This design comes from an exercise in tuning for small area on the open sky130 flow, not from production work.
Function was checked by simulation only, so behaviour that the tests miss may differ from the original.
No driver is modelled on the clock port, so clocking that relies on it looks cheaper here than on a real chip.
Power and IR drop assume default switching activity.

== run 1 ==
## projeto
module projeto (sec_out, milsec_out, curr_state, clock, HEX7, HEX6, HEX5, HEX4, HEX3, HEX2, HEX1, HEX0,
					 colunas, linhas, number, pressed, ledA, ledB, ledC, ledD, negative_led, rst);
==> flow/config.mk <==
export PLATFORM = sky130hd
export DESIGN_NAME = projeto
export DESIGN_NICKNAME = projeto
export VERILOG_FILES = /design/flow/design.v
export SDC_FILE = /design/flow/constraint.sdc
export NUM_CORES = 4
export LEC_CHECK = 0
export ABC_AREA = 1
export CAP_MARGIN = 20
export CORE_MARGIN = 2
export CORE_UTILIZATION = 40
export SLEW_MARGIN = 20
==> flow/constraint.sdc <==
create_clock -name core_clock -period 20.0 [get_ports {clock}]
set_input_delay 4.0000 -clock core_clock [delete_from_list [all_inputs] [get_ports {clock}]]
set_output_delay 4.0000 -clock core_clock [all_outputs]
set_load 0.01 [all_outputs]
standard.sh (not shown) runs the stock make flow with config.mk's settings and CLKGATE_MAP_FILE= SYNTH_SCRIPT=/design/flow/synth_recipe.tcl, a recipe that flattens the netlist after the stock synthesis.
==> flow/flow/run.sh <==
#!/bin/bash
# Own layout flow: the standard synthesis, then an area re-mapping of the
# combinational logic only (registers untouched; several ABC seeds, the
# smallest netlist is kept), then the standard layout with port buffers of
# the smallest buffer and a clock tree of small buffers without dummy loads,
# where clock buffers driving slow clock edges are upsized (flow/post_cts.tcl).
set -euo pipefail
W=$(pwd)
R=$W/orfs/results/$FLOW_PLATFORM/projeto/base
LIB=$FLOW_HOME/platforms/$FLOW_PLATFORM/lib/sky130_fd_sc_hd__tt_025C_1v80.lib
YOSYS=$FLOW_HOME/../tools/install/yosys/bin/yosys
command -v yosys >/dev/null 2>&1 && YOSYS=$(command -v yosys)

bash standard.sh synth > $W/log_1_standard_synth.txt 2>&1
cp $R/1_2_yosys.v $W/std_synth.v

best=""; best_area=""
SEEDS="1 3 5 7 9 11 13 15"
run_seed() {
  local seed=$1
  sed "s#@SEED@#$seed#g" flow/area.abc > $W/area_$seed.abc
  sed "s#@LIB@#$LIB#g; s#@ABC@#$W/area_$seed.abc#g; s#@OUT@#reopt_$seed.v#g" flow/reopt.ys > $W/reopt_$seed.ys
  $YOSYS -s $W/reopt_$seed.ys > $W/log_2_reopt_yosys_$seed.txt 2>&1
}
# four at a time (the flow has 4 CPUs)
n=0
for seed in $SEEDS; do
  run_seed $seed &
  n=$((n + 1))
  if (( n % 4 == 0 )); then wait; fi
done
wait
for seed in $SEEDS; do
  a=$(awk '/Chip area/ {print $NF}' $W/reopt_$seed.v.stat 2>/dev/null || true)
  echo "seed $seed area $a" >> $W/reopt_areas.txt
  [[ -n "$a" ]] || continue
  if [[ -z "$best" ]] || awk -v a="$a" -v b="$best_area" 'BEGIN {exit !(a < b)}'; then best=$seed; best_area=$a; fi
done
echo "kept seed $best area $best_area" >> $W/reopt_areas.txt
cp $W/reopt_$best.v $W/reopt_synth.v
cp $W/reopt_synth.v $R/1_2_yosys.v
rm -f $R/1_synth.odb $R/1_synth.sdc

bash standard.sh \
  "BUFFER_PORTS_ARGS=-buffer_cell sky130_fd_sc_hd__buf_1" \
  "CTS_ARGS=-sink_clustering_enable -repair_clock_nets -dont_use_dummy_load -buf_list sky130_fd_sc_hd__clkbuf_4 -sink_clustering_size 16 -sink_clustering_max_diameter 60" \
  "POST_CTS_TCL=$W/flow/post_cts.tcl" \
  finish > $W/log_3_standard_layout.txt 2>&1
==> flow/flow/post_cts.tcl <==
estimate_parasitics -placement
set upsized 0
foreach inst [get_cells clkbuf_*] {
  set m [get_property $inst ref_name]
  if {$m ne "sky130_fd_sc_hd__clkbuf_4"} continue
  set worst 0.0
  foreach pin [get_pins -of_objects [get_nets -of_objects [get_pins [get_name $inst]/X]] -filter "direction == input"] {
    set s [get_property $pin slew_max]
    if {$s > $worst} { set worst $s }
  }
  if {$worst > 0.100} {
    replace_cell $inst sky130_fd_sc_hd__clkbuf_8
    incr upsized
    puts "post-cts: [get_name $inst] clock slew [format %.3f $worst] ns, now clkbuf_8"
  }
}
puts "post-cts: upsized $upsized clock buffers"
if {$upsized > 0} {
  detailed_placement
  check_placement -verbose
  estimate_parasitics -placement
}
Other scripts of this flow, unchanged in this note and not shown: flow/flow/area.abc, flow/flow/reopt.ys
Run 1 has completed all stages; timing, DRC and antenna checks passed.
diff inputs: run 1 => run 2
--- a/flow/flow/post_cts.tcl
+++ b/flow/flow/post_cts.tcl
@@ -11 +11 @@
-  if {$worst > 0.100} {
+  if {$worst > 0.085} {
## What came out
Per the comparison of run 2 with run 1, global-route usage was more or less identical; number of vias per cell after detailed routing neither gained nor lost much; power increased by 0.50% relative to the old numbers.
Leftover overflow at the end of global routing came out exactly the same in run 1 and run 2.
### run 2 -> run 3
--- a/flow/flow/run.sh
+++ b/flow/flow/run.sh
@@ -18 +18 @@
-SEEDS="1 3 5 7 9 11 13 15"
+SEEDS="1 2 3 4 5 6 7 8 9 10 11 12 13 14 15 16"
--- a/flow/flow/post_cts.tcl
+++ b/flow/flow/post_cts.tcl
@@ -11 +11 @@
-  if {$worst > 0.085} {
+  if {$worst > 0.100} {
--- outcome ---
Run 3 does worse than run 2 on estimated wirelength of the detail-placed design.
Going from run 2 to run 3, final clock period utilization by the worst path fell by 5.6 points; cell area power density rose by about 0.8%; power consumption rose by about 0.7%; fmax rose by 11%; via total after detailed routing rose by about 0.8%.
Taking run 2 as 1.0, run 3 lands at 1.3 on peak supply drop.
Run 3 vs run 2 — setup slack of the critical path after layout rose 1120 ps.
Status: area growth from synthesis to final layout parity (run 3, run 2)
Final clock skew (higher): run 2

## port drivers added, routing unchanged
The results above use ideal ports. As a check the final layouts listed here were re-extracted and re-timed, cells and wires unchanged. Step 1 assumes that a clkbuf_16 drives the clock port and a buf_2 every other input. Step 2, shift: input delay + t, output delay - t, t = (earliest + latest rising clock arrival at the registers) / 2. This alone moves slack from input paths to output paths. Slacks: ideal / step 1 / step 2; pairs: ideal / step 1.
| run | shift t [ns] | setup slack, ns | slew at the worst register clock pin (ns) | worst data-port slew with drivers (ns) | pins driven straight from the clock port |
|---|---|---|---|---|---|
| run 1 | 0.413 | 9.018 / 9.018 / 9.018 | 0.12 / 0.12 | 0.03 | 1 |
| run 2 | 0.408 | 9.053 / 9.053 / 9.053 | 0.12 / 0.12 | 0.03 | 1 |
| run 3 | 0.423 | 10.177 / 10.177 / 10.177 | 0.12 / 0.12 | 0.03 | 1 |
After both steps setup and hold are still met in every run listed.
